From an optimization exercise on the open Yosys and OpenROAD flow, aimed at small area; shortcuts taken in it are not production practice.
In this exercise RTL edits were held to simulation tests only and were not proved equivalent to the original.

==> flow/design.v (outline; a module is shown in full before it is edited, if it fits) <==
// module PE_R0: 259 lines
// module PE_R1: 259 lines
// module PE_R2: 259 lines
// module PE_R3: 259 lines
// module FA: 4 lines
// module HA: 4 lines
// module AN2: 3 lines
// module ND2: 3 lines
// module NR2: 3 lines
// module OR2: 3 lines
// module XOR2: 3 lines
// module XNR2: 3 lines
// module INV: 3 lines
// module NAND2B: 3 lines
// module AOI21: 3 lines
// module AO21: 3 lines
// module OA21: 3 lines
// module OAI21: 3 lines
// module MUXI: 3 lines
// module MUXN: 3 lines
// module MUXM: 3 lines
// module Mesh: 92 lines
module Mesh(
  input         clock,
  input  [7:0]  io_in_a_0_0,
  input  [7:0]  io_in_a_1_0,
  input  [7:0]  io_in_a_2_0,
  input  [7:0]  io_in_a_3_0,
  input  [7:0]  io_in_d_0_0,
  input  [7:0]  io_in_d_1_0,
  input  [7:0]  io_in_d_2_0,
  input  [7:0]  io_in_d_3_0,
  input  [15:0] io_in_b_0_0,
  input  [15:0] io_in_b_1_0,
  input  [15:0] io_in_b_2_0,
  input  [15:0] io_in_b_3_0,
  input         io_in_control_0_0_propagate,
  input         io_in_control_1_0_propagate,
  input         io_in_control_2_0_propagate,
  input         io_in_control_3_0_propagate,
  output [15:0] io_out_c_0_0,
  output [15:0] io_out_c_1_0,
  output [15:0] io_out_c_2_0,
  output [15:0] io_out_c_3_0
);
  // ...
==> flow/flow/run.sh <==
#!/bin/bash
# Layout with the standard flow (standard synthesis unchanged), with two
# changes: the port buffers are the smallest buffer cell, and clock tree
# synthesis inserts no dummy load cells.
set -euo pipefail
CTS="-sink_clustering_enable -repair_clock_nets -sink_clustering_size 16 -sink_clustering_max_diameter 70 -buf_list sky130_fd_sc_hd__clkbuf_8 -dont_use_dummy_load"
bash standard.sh \
  "BUFFER_PORTS_ARGS=-buffer_cell sky130_fd_sc_hd__buf_1" \
  "CTS_ARGS=$CTS" \
  finish > flow.log 2>&1
==> flow/standard.sh <==
#!/bin/bash
# synth_recipe.tcl (not shown) runs the flow's synth.tcl, then flattens the netlist and writes it again
# the make line also repeats each setting of config.mk as NAME=value (left out here)
make -C /OpenROAD-flow-scripts/flow DESIGN_CONFIG=/design/flow/config.mk WORK_HOME=/design/flow/orfs CLKGATE_MAP_FILE= SYNTH_SCRIPT=/design/flow/synth_recipe.tcl "${@:-finish}"
==> flow/config.mk <==
export PLATFORM = sky130hd
export DESIGN_NAME = Mesh
export DESIGN_NICKNAME = Mesh
export VERILOG_FILES = /design/flow/design.v
export SDC_FILE = /design/flow/constraint.sdc
export NUM_CORES = 4
export LEC_CHECK = 0
export CAP_MARGIN = 20
export CORE_MARGIN = 2
export CORE_UTILIZATION = 65
export GPL_TIMING_DRIVEN = 0
export PLACE_DENSITY = 0.8
export SLEW_MARGIN = 20
export SYNTH_HIERARCHICAL = 1
==> flow/constraint.sdc <==
create_clock -name core_clock -period 5.2 [get_ports {clock}]
set_input_delay 1.0400 -clock core_clock [delete_from_list [all_inputs] [get_ports {clock}]]
set_output_delay 1.0400 -clock core_clock [all_outputs]
set_load 0.01 [all_outputs]
==> impl_results.md, run 1 <==
* Status: timing/DRC/antenna clean
* Met1 WL at 47.9 mm
* Post-Synth XOR/XNOR Area at 6.21%
* Crit path max-delay family: adder cells
* CTS resizes at 0
* Largest net degree at the start of global routing at 35
* Reg-to-reg setup timing slack at 0.22 ns
* Mapped Cells at 4500
* Invs w/o clock at 96
* Max reg flops at 256
* Crit path time final at 4.98 ns
* Count of different cell masters after synthesis at 14
* Ys flop type: dfxtp_1
* Vias at 33693
* HP Start: row[0].col[3].pe.u.sh[14]
* Max Cap Viol at 0
* DRC violation count after routing at 0
* Req. time, crit path at 5.74 ns
* Tap Cells at 1080
* Adder-Cell Fraction of Synth Area at 34.5%
* Non-clock buffer share at 1.41%
* WL/cell at 18.9 µm
* Crit path capture type: register
* Fin util at 69.7%
* Avg Cell Area, Syn at 12.2 µm²
* GRT met3 Usage at 4.54%
* Slowest CP cell: dfxtp_1
* CP Launch Point: row[0].col[1].a_r[2]
* Layout cells sized above 1 at 4.20%
==> run 2: changes to the inputs <==
--- a/flow/config.mk
+++ b/flow/config.mk
@@ -8,7 +8,7 @@
 export CAP_MARGIN = 20
 export CORE_MARGIN = 2
-export CORE_UTILIZATION = 65
+export CORE_UTILIZATION = 55
 export GPL_TIMING_DRIVEN = 0
-export PLACE_DENSITY = 0.8
+export PLACE_DENSITY = 0.7
 export SLEW_MARGIN = 20
 export SYNTH_HIERARCHICAL = 1
==> run 2 against run 1 <==
  * Still clean on timing, DRC and antenna
  * Via count down 2.2%
  * Sequential share of layout area shrank 0.24 points
  * Routed wire length rose by 0.63%
  * Global-route usage fell by 4.0 points
  * Synthesized cell count did not move
  * Non-clock buffer count fell by 1
  * Worst setup slack worse by 0.011 ns
  * Core utilization fell by 10 points
  * Fmax shrank 0.21%
==> impl_results.md, run 2 <==
* WP buf/inv at 0
* Worst Clk Skew at 0.0734 ns
* Fin nets at 5869
* Clk buf depth at 3
* Crit path time final at 4.99 ns (+0.0106 ns)
* Ys flop type: dfxtp_1
* Worst slew pin tran at 1.06 ns
* Fmax at 200 MHz
* Setup CP Type: register to register
* Startpoint types: register
* Status: timing/DRC/antenna clean
* Max Cap Viol at 0 (unchanged)
* Final setup TNS at 0 ns
* Max reg flops at 256 (unchanged)
* Num rows at 115
* Avg Cell Area, Syn at 12.2 µm² (unchanged)
* Synthesized area at 54700 µm²
* Post-synthesis sequential area ratio at 40.4%
* CP peak stage delay at 0.63 ns
* Cell mode on critical path: fa_1
* Top-count cell post-synth: dfxtp_1
* First drt pass iteration count at 5
* H-tree depth at 3
* Starting Density at 55.5%
* Post-synth EDFFs at 0
* CTS tree: done
* Dpl hpwl at 85.3 mm
* Share of the synthesized area in the top cell type at 40.4%
* Most frequent cells in the layout: 1003 x dfxtp_1, 944 x fa_1, 912 x nand2_1
* Number of global-route vias before repair at 35136
* Vias/cell at 5.42
* I/O pins at 197
* Reg with most FFs: row.col.d_r
* Reg-to-reg setup timing slack at 0.21 ns (about the same)
* Largest net degree at the start of global routing at 35 (unchanged)
* Post-DRT Antenna Nets at 0
* All-layer global routing usage at 22.8%
* Slew HR at 29.1%
* DRC violation count after routing at 0 (unchanged)
* Tcrit/Tclk final at 95.9%
* CTS sink cnt at 1104
* WL/cell at 18.4 µm (-2.9%)
* Critical Path AT at 5.56 ns
* Core Footprint at 98600 µm²
* Gp weighted congestion at 0.858
* Commonest cells post-synth: 1104 x dfxtp_1, 944 x fa_1, 912 x nand2_1
* Biggest area consumer among synthesized cells: dfxtp_1
* # hold bufs at CTS at 0
* Area contributors post-synth: dfxtp_1 40%, fa_1 35%, nand2_1 6.3%
* Mapped Cells at 4500 (unchanged)
* Pins Over Slew Limit at 0
* Hold Crit Class: register to register
* Root buf cell: clkbuf_8
* Layout cells sized above 1 at 4.20% (-0.0053 points)
* Vias at 32955 (-2.2%)
* Count of different cell masters after synthesis at 14 (unchanged)
* Commonest non-fill, non-tap cell in the layout: dfxtp_1
* Maximum fanout along the worst path at 9
* First DRT Iteration DRCs at 2016
* Total CTS buffers at 88
* #FFs+latches synth at 1104
* P&R area growth vs syn at 6.96%
* Slowest CP cell: dfxtp_1
* Initial antenna violation count at 1
* Synthesized Nets at 5577
* Total number of yosys warnings at 11
* Placed Area at 57200 µm²
* Total grt overflow at 0
* Crit path max-delay family: adder cells
* First-pass GRT wire length at 187 mm
* Design Area, Final at 58600 µm²
* Buffers on Ports at 196
* Drt total wl at 112 mm
* RSZ-0062 raised after global routing: no
* Die area at 102000 µm²
* Insertion delay to the later sink of the worst-skew pair at 0.76 ns
* CTS clk-pin slew, worst paths at 0.10 ns
* Final hold viol count at 0
* Crit path capture type: register
* CP cell instances: nand2_1 -> fa_1 -> fa_1 -> fa_1 -> fa_1 -> or2_1 -> fa_1 -> fa_1 -> nor2_1 -> nand2_1 -> o21ai_1 -> nand2_1 -> xnor2_1 -> o22ai_1
* DIE WIDTH at 320 µm
* Req. time, crit path at 5.77 ns (+0.03 ns)
* Endpoints failing setup at 0
* Ys async rst share at 0%
* Die height at 320 µm
==> run 2: cell counts after synthesis <==
No cell type changed its count.
==> run 2: area by class of cell <==
class / count / area [µm²]
repair buffers: 202 / 811
clock buffers: 88 / 1210
fillers: 8041 / 40000
diodes: 3 / 7.51
flip-flops and latches: 1104 / 22200
multi-input cells: 3300 / 32300
well taps: 1287 / 1610
inverters: 96 / 360
==> run 2: cell families after synthesis <==
kind of cell               count (synthesis)  share of synthesized area, %
xor gates and xnor gates                 388                          6.21
buffers and inverters                     96                         0.658
DFF                                     1104                          40.4
and+or+nand+nor                         1392                          11.0
AOI/OAI and AO/OA                        576                          7.24
adders and majority gates                944                          34.5
==> run 2: worst register-to-register path, delay by kind of cell, from the launching register on <==
family                     cells  cell delay, ns
and+or+nand+nor                5            0.75
adders and majority gates      6            2.86
DFF                            1            0.63
xor gates and xnor gates       1            0.21
AOI/OAI and AO/OA              2            0.38
==> run 2: final timing paths <==
| kind | endpoint | cells past startpoint | from |
|---|---|---|---|
| setup / recovery | row[1].col[0].genblk3.pe.u.sh[15] | 14 | row[1].col[0].a_r[6] |
| hold / removal | row[2].col[0].d_r[7] | 0 | row[1].col[0].genblk3.pe.u.sh[7] |
| setup reg to reg | row[1].col[0].genblk3.pe.u.sh[15] | 14 | row[1].col[0].a_r[6] |
| hold reg to reg | row[2].col[0].d_r[7] | 0 | row[1].col[0].genblk3.pe.u.sh[7] |
==> run 2: Yosys stat by module, one instance, submodules excluded, a selection <==
module / flops+latches / area [µm²] / cells / copies in the design
FA: 0 / 20.0 / 1 / 944
Mesh: 592 / 11900 / 592 / 1
MUXN: 0 / 8.76 / 1 / 128
OAI21: 0 / 5.00 / 1 / 16
MUXI: 0 / 6.26 / 1 / 384
PE_R1: 32 / 641 / 32 / 4
INV: 0 / 3.75 / 1 / 96
AO21: 0 / 7.51 / 1 / 48
PE_R0: 32 / 641 / 32 / 4
OR2: 0 / 6.26 / 1 / 48
AN2: 0 / 6.26 / 1 / 224
==> run 2: per-stage QoR <==
| step | hold WS, ns | setup slack (ns) | cells | utilization [%] |
|---|---|---|---|---|
| finish | 0.281 | 0.211 | 6080 | 59.4 |
| global route | 0.277 | 0.000284 | 6080 | 59.4 |
| CTS | 0.273 | 0.0499 | 6076 | 59.3 |
| detailed placement | 0.312 | 0.0613 | 5988 | 58.0 |
| global placement | 0.310 | 0.109 | 5983 | 57.9 |
| floorplan | 0.310 | 0.594 | 4500 | - |
==> run 2: metal layers <==
layer / global-route usage [%] / routed length [µm]
met1: 33.6 / 51400
met2: 35.2 / 51100
met3: 3.86 / 6710
met4: 6.27 / 2350
met5: 0 / 0
==> run 2: what timing repair did <==
action                     4_1_cts  5_1_grt
gates resized for setup          0       93
setup buffers                    0        0
setup endpoints to repair        0       33
==> run 3: changes to the inputs <==
==> flow/flow/run.sh (replaced) <==
#!/bin/bash
# Layout with the standard flow (standard synthesis unchanged), with two
# changes: the port buffers are the smallest buffer cell, and clock tree
# synthesis inserts no dummy load cells.
set -euo pipefail
CTS="-sink_clustering_enable -repair_clock_nets -sink_clustering_size 14 -sink_clustering_max_diameter 100 -buf_list sky130_fd_sc_hd__clkbuf_8 -dont_use_dummy_load"
bash standard.sh \
  "BUFFER_PORTS_ARGS=-buffer_cell sky130_fd_sc_hd__buf_1" \
  "CTS_ARGS=$CTS" \
  finish > flow.log 2>&1
--- a/flow/config.mk
+++ b/flow/config.mk
@@ -8,7 +8,7 @@
 export CAP_MARGIN = 20
 export CORE_MARGIN = 2
-export CORE_UTILIZATION = 55
+export CORE_UTILIZATION = 65
 export GPL_TIMING_DRIVEN = 0
-export PLACE_DENSITY = 0.7
+export PLACE_DENSITY = 0.8
 export SLEW_MARGIN = 20
 export SYNTH_HIERARCHICAL = 1
==> run 3 against run 2 <==
  * First-iteration DRC count up 25%
  * Via count up 2.7%
  * Cell count down 3.4%
  * Sequential cell count unchanged
  * Worst setup slack worse by 0.029 ns
==> impl_results.md, run 3 <==
* Status: timing/DRC/antenna clean
* R2R Path End: row[3].col[2].genblk3.genblk1.pe.u.sh[15]
* P&R area growth vs syn at 6.52%
* Core Footprint at 83600 µm² (-15%)
* WP buf/inv at 1 (+1)
* Die area at 86600 µm² (-15%)
* Worst r2r src: row[3].col[2].a_r[2]
* Commonest cells post-synth: 1104 x dfxtp_1, 944 x fa_1, 912 x nand2_1
* Die height at 294 µm (-7.9%)
* Worst Clk Skew at 0.0413 ns (-0.0321 ns)
* Total number of yosys warnings at 11 (unchanged)
* Cells after DPL at 5782 (-3.4%)
* Setup CP Type: register to register
* Total CTS buffers at 88 (unchanged)
* Top-count cell post-synth: dfxtp_1
* #FFs+latches synth at 1104 (unchanged)
* Biggest area consumer among synthesized cells: dfxtp_1
* Share of the synthesized area in the top cell type at 40.4% (unchanged)
* Fin util at 69.8% (+10 points)
* Ys flop type: dfxtp_1
* Most frequent cells in the layout: 1001 x dfxtp_1, 944 x fa_1, 912 x nand2_1
* Placed Area at 56900 µm² (-0.44%)
* Synthesized Nets at 5577 (unchanged)
* Worst slew pin tran at 1.03 ns (-0.0291 ns)
* Design Area, Final at 58300 µm² (-0.41%)
* CP cell instances: and2_1 -> fa_1 -> fa_1 -> fa_1 -> fa_1 -> or2_1 -> fa_1 -> fa_1 -> fa_1 -> inv_1 -> nand2_1 -> xnor2_1 -> o22ai_1
* Count of different cell masters after synthesis at 14 (unchanged)
* First DRT Iteration DRCs at 2510 (+25%)
* Reg-to-reg setup timing slack at 0.18 ns (-0.03 ns)
* Ys async rst share at 0% (unchanged)
* Mapped Cells at 4500 (unchanged)
* Buffers on Ports at 196 (unchanged)
* Starting Density at 65.5% (+10 points)
* Final hold slack at 0.308 ns (+0.0277 ns)
* DRC violation count after routing at 0 (unchanged)
* Num rows at 106 (-7.8%)
* Post-synthesis sequential area ratio at 40.4% (unchanged)
* Gp weighted congestion at 0.863 (+0.62%)
* Vias at 33854 (+2.7%)
* Startpoint types: register
* Vias/cell at 5.77 (+6.4%)
* CTS clk-pin slew, worst paths at 0.10 ns (about the same)
* Root buf cell: clkbuf_8
* Slowest CP cell: dfxtp_1
* H-tree depth at 3 (unchanged)
* I/O pins at 197 (unchanged)
* Fmax at 199 MHz (-0.57%)
* Drt total wl at 111 mm (about the same)
* HP Start: row[0].col[1].pe.u.sh[15]
* Area contributors post-synth: dfxtp_1 40%, fa_1 35%, nand2_1 6.3%
* All-layer global routing usage at 26.9% (+4.0 points)
* Critical Path AT at 5.55 ns (about the same)
* Fin cells at 5872 (-3.4%)
* DR WL met2 at 52.5 mm (+2.7%)
* Reg with most FFs: row.col.d_r
* Commonest non-fill, non-tap cell in the layout: dfxtp_1
* Pins Over Slew Limit at 0 (unchanged)
* # hold bufs at CTS at 0 (unchanged)
* Register Area at 22200 µm² (about the same)
* Post-synth EDFFs at 0 (unchanged)
* WHS Endpoint: row[1].col[1].d_r[15]
* Req. time, crit path at 5.73 ns (-0.04 ns)
* WL met3 at 7.78 mm (+16%)
* # Post-CTS Setup Buffers at 0 (unchanged)
* Layout cells sized above 1 at 4.30% (+0.10 points)
* Max Cap Viol at 0 (unchanged)
* Post-DRT Antenna Nets at 0 (unchanged)
* Total grt overflow at 0 (unchanged)
* Endpoints failing setup at 0 (unchanged)
* CTS resizes at 0 (unchanged)
* Final setup TNS at 0 ns (unchanged)
* Crit path max-delay family: adder cells
* Maximum fanout along the worst path at 9 (unchanged)
* Met1 WL at 48.1 mm (-6.3%)
* Avg Cell Area, Syn at 12.2 µm² (unchanged)
* Reg2reg path depth at 13 (-1)
* CP peak stage delay at 0.57 ns (-0.06 ns)
* First drt pass iteration count at 6 (+1)
* WL/cell at 19.0 µm (+3.4%)
* Number of global-route vias before repair at 35969 (+2.4%)
* Cell mode on critical path: fa_1
* Multi-input logic area at 32300 µm² (about the same)
* Final hold viol count at 0 (unchanged)
* CTS sink cnt at 1104 (unchanged)
* DIE WIDTH at 294 µm (-7.9%)
* Fin nets at 5870 (+0.017%)
* Initial antenna violation count at 2 (+1)
* Filler cell count at 5963 (-26%)
* Slew HR at 31.1% (+2.0 points)
* Crit path time final at 5.02 ns (+0.0287 ns)
* Insertion delay to the later sink of the worst-skew pair at 0.72 ns (-0.04 ns)
* Hold Crit Class: register to register
* Crit path capture type: register
* Fin worst setup slack at 0.183 ns (-0.0287 ns)
* Tcrit/Tclk final at 96.5% (+0.55 points)
* Largest net degree at the start of global routing at 35 (unchanged)
* Max reg flops at 256 (unchanged)
* Hold path cells at 0 (unchanged)
* First-pass GRT wire length at 185 mm (-1.1%)
* Synthesized area at 54700 µm² (unchanged)
* Clk buf depth at 3 (unchanged)
* Dpl hpwl at 84.4 mm (-1.1%)
* Pre-CTS setup slack at 0.0655 ns (+0.00421 ns)
* Max Used Layer: met4
* CTS tree: done
[run 3: changes by cell type in the layout (fill, tap and decap cells not counted), sizes merged]
| cell | change |
|---|---|
| diode | -2 |
| buf | +1 |
[run 3: logic make-up (layout without fill, tap and decap cells)]
family / count (synthesis) / in the layout / share of synthesized area (%)
fa+ha+maj: 944 / 944 / 34.5
buf+inv: 96 / 387 / 0.658
flops: 1104 / 1104 / 40.4
simple gates: 1392 / 1392 / 11.0
other cells: 0 / 1 / 0
compound gates: 576 / 576 / 7.24
xor+xnor: 388 / 388 / 6.21
[run 3: how the worst max path moves through the flow]
| stage | end | startpoint | slack, ns | depth (start not counted) |
|---|---|---|---|---|
| floorplan | row[0].col[0].pe.u.acc[15] | row[0].col[0].a_r[3] | 0.59 | 13 |
| global placement | row[3].col[2].genblk3.genblk1.pe.u.sh[15] | row[3].col[2].a_r[1] | 0.14 | 15 |
| detailed placement | row[1].col[1].genblk3.pe.u.sh[15] | row[1].col[1].a_r[1] | 0.07 | 15 |
| CTS | row[1].col[3].genblk3.pe.u.sh[15] | row[1].col[3].b_r[2] | 0.05 | 15 |
| global route | row[3].col[3].genblk3.genblk1.pe.u.sh[15] | row[3].col[3].b_r[1] | -0.0001 | 15 |
| finish | row[3].col[2].genblk3.genblk1.pe.u.sh[15] | row[3].col[2].a_r[2] | 0.18 | 13 |
[run 3: area by class of cell]
type	instances	area share, %
Tap cell	1080	2.32
Clock buffer	88	2.08
Multi-Input combinational cell	3300	55.5
Timing Repair Buffer	203	1.40
Antenna cell	1	0.00429
Sequential cell	1104	38.1
Inverter	96	0.618
[run 3: Yosys stat by module (local to each module, per instance), a selection]
module / flops+latches / cells inside / times used
AO21: 0 / 1 / 48
NR2: 0 / 1 / 160
PE_R0: 32 / 32 / 4
OR2: 0 / 1 / 48
XNR2: 0 / 1 / 228
MUXI: 0 / 1 / 384
ND2: 0 / 1 / 912
PE_R2: 32 / 32 / 4
[run 3: routing by layer]
metal / GRT usage (%) / vias to the layer above
li1: - / 15186
met1: 38.9 / 17080
met2: 42.0 / 1352
met3: 4.44 / 236
met4: 8.64 / 0
met5: 0 / -

-- afterwards: timing with drivers on the ports --
The results above use ideal ports. As a check the final layouts listed here were re-extracted and re-timed, cells and wires unchanged. Step 1 (the two cells are an assumption about what drives the block):
set clk [get_ports {clock}]
set_driving_cell -lib_cell sky130_fd_sc_hd__clkbuf_16 $clk
set_driving_cell -lib_cell sky130_fd_sc_hd__buf_2 [delete_from_list [all_inputs] $clk]
Step 2, shift: input delay + t, output delay - t, t = (earliest + latest rising clock arrival at the registers) / 2. This alone moves slack from input paths to output paths. Slacks: no drivers / after step 1 / after step 2; pairs: no drivers / after step 1.
run | shift t [ns] | setup slack, ns | pins driven straight from the clock port
run 1 | 0.748 | 0.222 / 0.222 / 0.222 | 1
run 2 | 0.781 | 0.211 / 0.211 / 0.211 | 1
run 3 | 0.757 | 0.183 / 0.183 / 0.183 | 1
After both steps every run listed still meets setup and hold.
